From an optimization exercise on the open Yosys and OpenROAD flow, aimed at small area, a short achievable clock period and few clock cycles per item; shortcuts taken in it are not production practice. Function was checked by simulation only, so behaviour that the tests miss may differ from the original.

Setup of job 4014:
## ascon
module ascon
(
    input  logic         clock,
    input  logic         reset_n,
    input  logic         i_sys_enable,
    input  logic         i_start,
    input  logic         i_data_valid,
    input  logic [ 63:0] i_data,
    input  logic [127:0] i_key,
    input  logic [127:0] i_nonce,
    output logic [ 63:0] o_cipher,
    output logic [127:0] o_tag,
    output logic         o_valid_cipher,
    output logic         o_done,
    output logic         o_ready
);
    localparam int K = 1;   
    logic [319:0] state;
    logic [319:0] round_out;
    logic [319:0] mask;
    logic         running;
    logic         load;
    logic [  3:0] round;
    logic         enable;
    logic         xor_data;
    logic         xor_key_hi;
    logic         xor_key_lo;
    logic         xor_lsb;
    logic         want;
    logic         valid_q;
    logic         done_q;
    permutation #(.G_ROUNDS(K)) permutation_inst (
        .i_state(state),
        .i_round(round),
        .o_state(round_out)
    );
    assign mask = {
        i_data & {64{xor_data}},
        i_key & {128{xor_key_hi}},
        (i_key & {128{xor_key_lo}}) | (i_nonce & {128{load}})
    } ^ {319'd0, xor_lsb};
    always_ff @(posedge clock) begin
        if (enable) begin
            state <= (round_out & {320{running}}) ^ mask;
        end
    end
    ascon_fsm #(.G_ROUNDS(K)) ascon_fsm_inst (
        .clock         (clock),
        .reset_n       (reset_n),
        .i_sys_enable  (i_sys_enable),
        .i_start       (i_start),
        .i_data_valid  (i_data_valid),
        .o_running     (running),
        .o_load        (load),
        .o_round       (round),
        .o_enable      (enable),
        .o_xor_data    (xor_data),
        .o_xor_key_hi  (xor_key_hi),
        .o_xor_key_lo  (xor_key_lo),
        .o_xor_lsb     (xor_lsb),
        .o_want        (want),
        .o_valid_cipher(valid_q),
        .o_done        (done_q)
    );
    assign o_cipher       = state[319:256];
    assign o_tag          = state[127:0];
    assign o_valid_cipher = valid_q;
    assign o_done         = done_q;
    assign o_ready        = want;
endmodule
Size in the first run: ~3300 cells after synthesis, roughly 520 I/O pins.
clock: 10.0 ns
lec_check: 0
cap_margin: 20
core_margin: 2
core_utilization: 40
slew_margin: 20
setup_slack_margin: 6.8
standard.sh (not shown) runs the stock make flow with config.mk's settings and CLKGATE_MAP_FILE= SYNTH_SCRIPT=/design/flow/synth_recipe.tcl, a recipe that flattens the netlist after the stock synthesis.
==> flow/flow/run.sh <==
#!/bin/bash
set -e
echo "export SETUP_SLACK_MARGIN = 6.8" >> config.mk
bash standard.sh > standard.log 2>&1
Testbench counts of job 4014, summed over its fixed seeds: cycles 9,416, messages 192.
For job 349, these inputs were changed with respect to job 4014:
# job 4014
export LEC_CHECK = 0
export CAP_MARGIN = 20
export CORE_MARGIN = 2
export CORE_UTILIZATION = 40
export SLEW_MARGIN = 20
export SETUP_SLACK_MARGIN = 6.8
create_clock -name core_clock -period 10.0 [get_ports {clock}]
# job 349
export LEC_CHECK = 0
export CAP_MARGIN = 20
export CORE_MARGIN = 2
export CORE_UTILIZATION = 40
export SLEW_MARGIN = 20
export SETUP_SLACK_MARGIN = 7.2
create_clock -name core_clock -period 10.0 [get_ports {clock}]
==> flow/flow/run.sh <==
#!/bin/bash
set -e
echo "export SETUP_SLACK_MARGIN = 7.2" >> config.mk
bash standard.sh > standard.log 2>&1
--- outcome ---
On worst reg2reg path depth: between job 349 and job 4014, it ends up higher for job 349. Looking at worst setup skew after layout, job 349 sits 0.0066 ns below job 4014. Compared with job 4014, in job 349 global router's overall resource usage now larger, first-pass GRT wire length now larger.
Inputs modified between job 349 and job 6352:
# job 349
export LEC_CHECK = 0
export CAP_MARGIN = 20
export CORE_MARGIN = 2
export CORE_UTILIZATION = 40
export SLEW_MARGIN = 20
export SETUP_SLACK_MARGIN = 7.2
create_clock -name core_clock -period 10.0 [get_ports {clock}]
# job 6352
export LEC_CHECK = 0
export CAP_MARGIN = 20
export CORE_MARGIN = 2
export CORE_UTILIZATION = 60
export PLACE_DENSITY = 0.75
export SLEW_MARGIN = 20
export SETUP_SLACK_MARGIN = 6.8
create_clock -name core_clock -period 10.0 [get_ports {clock}]
==> flow/flow/run.sh <==
#!/bin/bash
set -e
echo "export SETUP_SLACK_MARGIN = 6.8" >> config.mk
bash standard.sh > standard.log 2>&1
## What came out
Number of nets in the finished design for job 6352: about 1.8% down relative to job 349. Minimum setup slack after placement, job 6352 and job 349: smaller value in job 6352. Summary — number of well-tap cells placed, job 6352 relative to job 349: lower, by 34%.

what the ideal ports hide:
Ports are ideal in the flow. The routed layouts listed here were re-timed in OpenROAD.
Step 1, drivers: a clkbuf_16 drives clock and a buf_2 each remaining input, both assumed.
Step 2, shift: input delay + t, output delay - t, t = (earliest + latest rising clock arrival at the registers) / 2. This alone moves slack from input paths to output paths.
a / b / c = ideal ports / drivers / drivers and shift; a / b = the first two.
run	t (ns)	setup WS [ns]	latest minus earliest clock arrival (ns)	slew at the worst register clock pin (ns)	cell pins on the clock port's net
job 4014	0.663	6.740 / 6.669 / 6.388	0.026 / 0.026	0.07 / 0.07	1
job 349	0.653	6.775 / 6.702 / 6.623	0.019 / 0.019	0.07 / 0.07	1
job 6352	0.665	6.685 / 6.611 / 6.385	0.036 / 0.036	0.07 / 0.07	1
After both steps every run listed still meets setup and hold. For job 4014, which loses most, drivers alone change the setup slack by -0.071 ns; drivers and shift together by -0.352 ns.
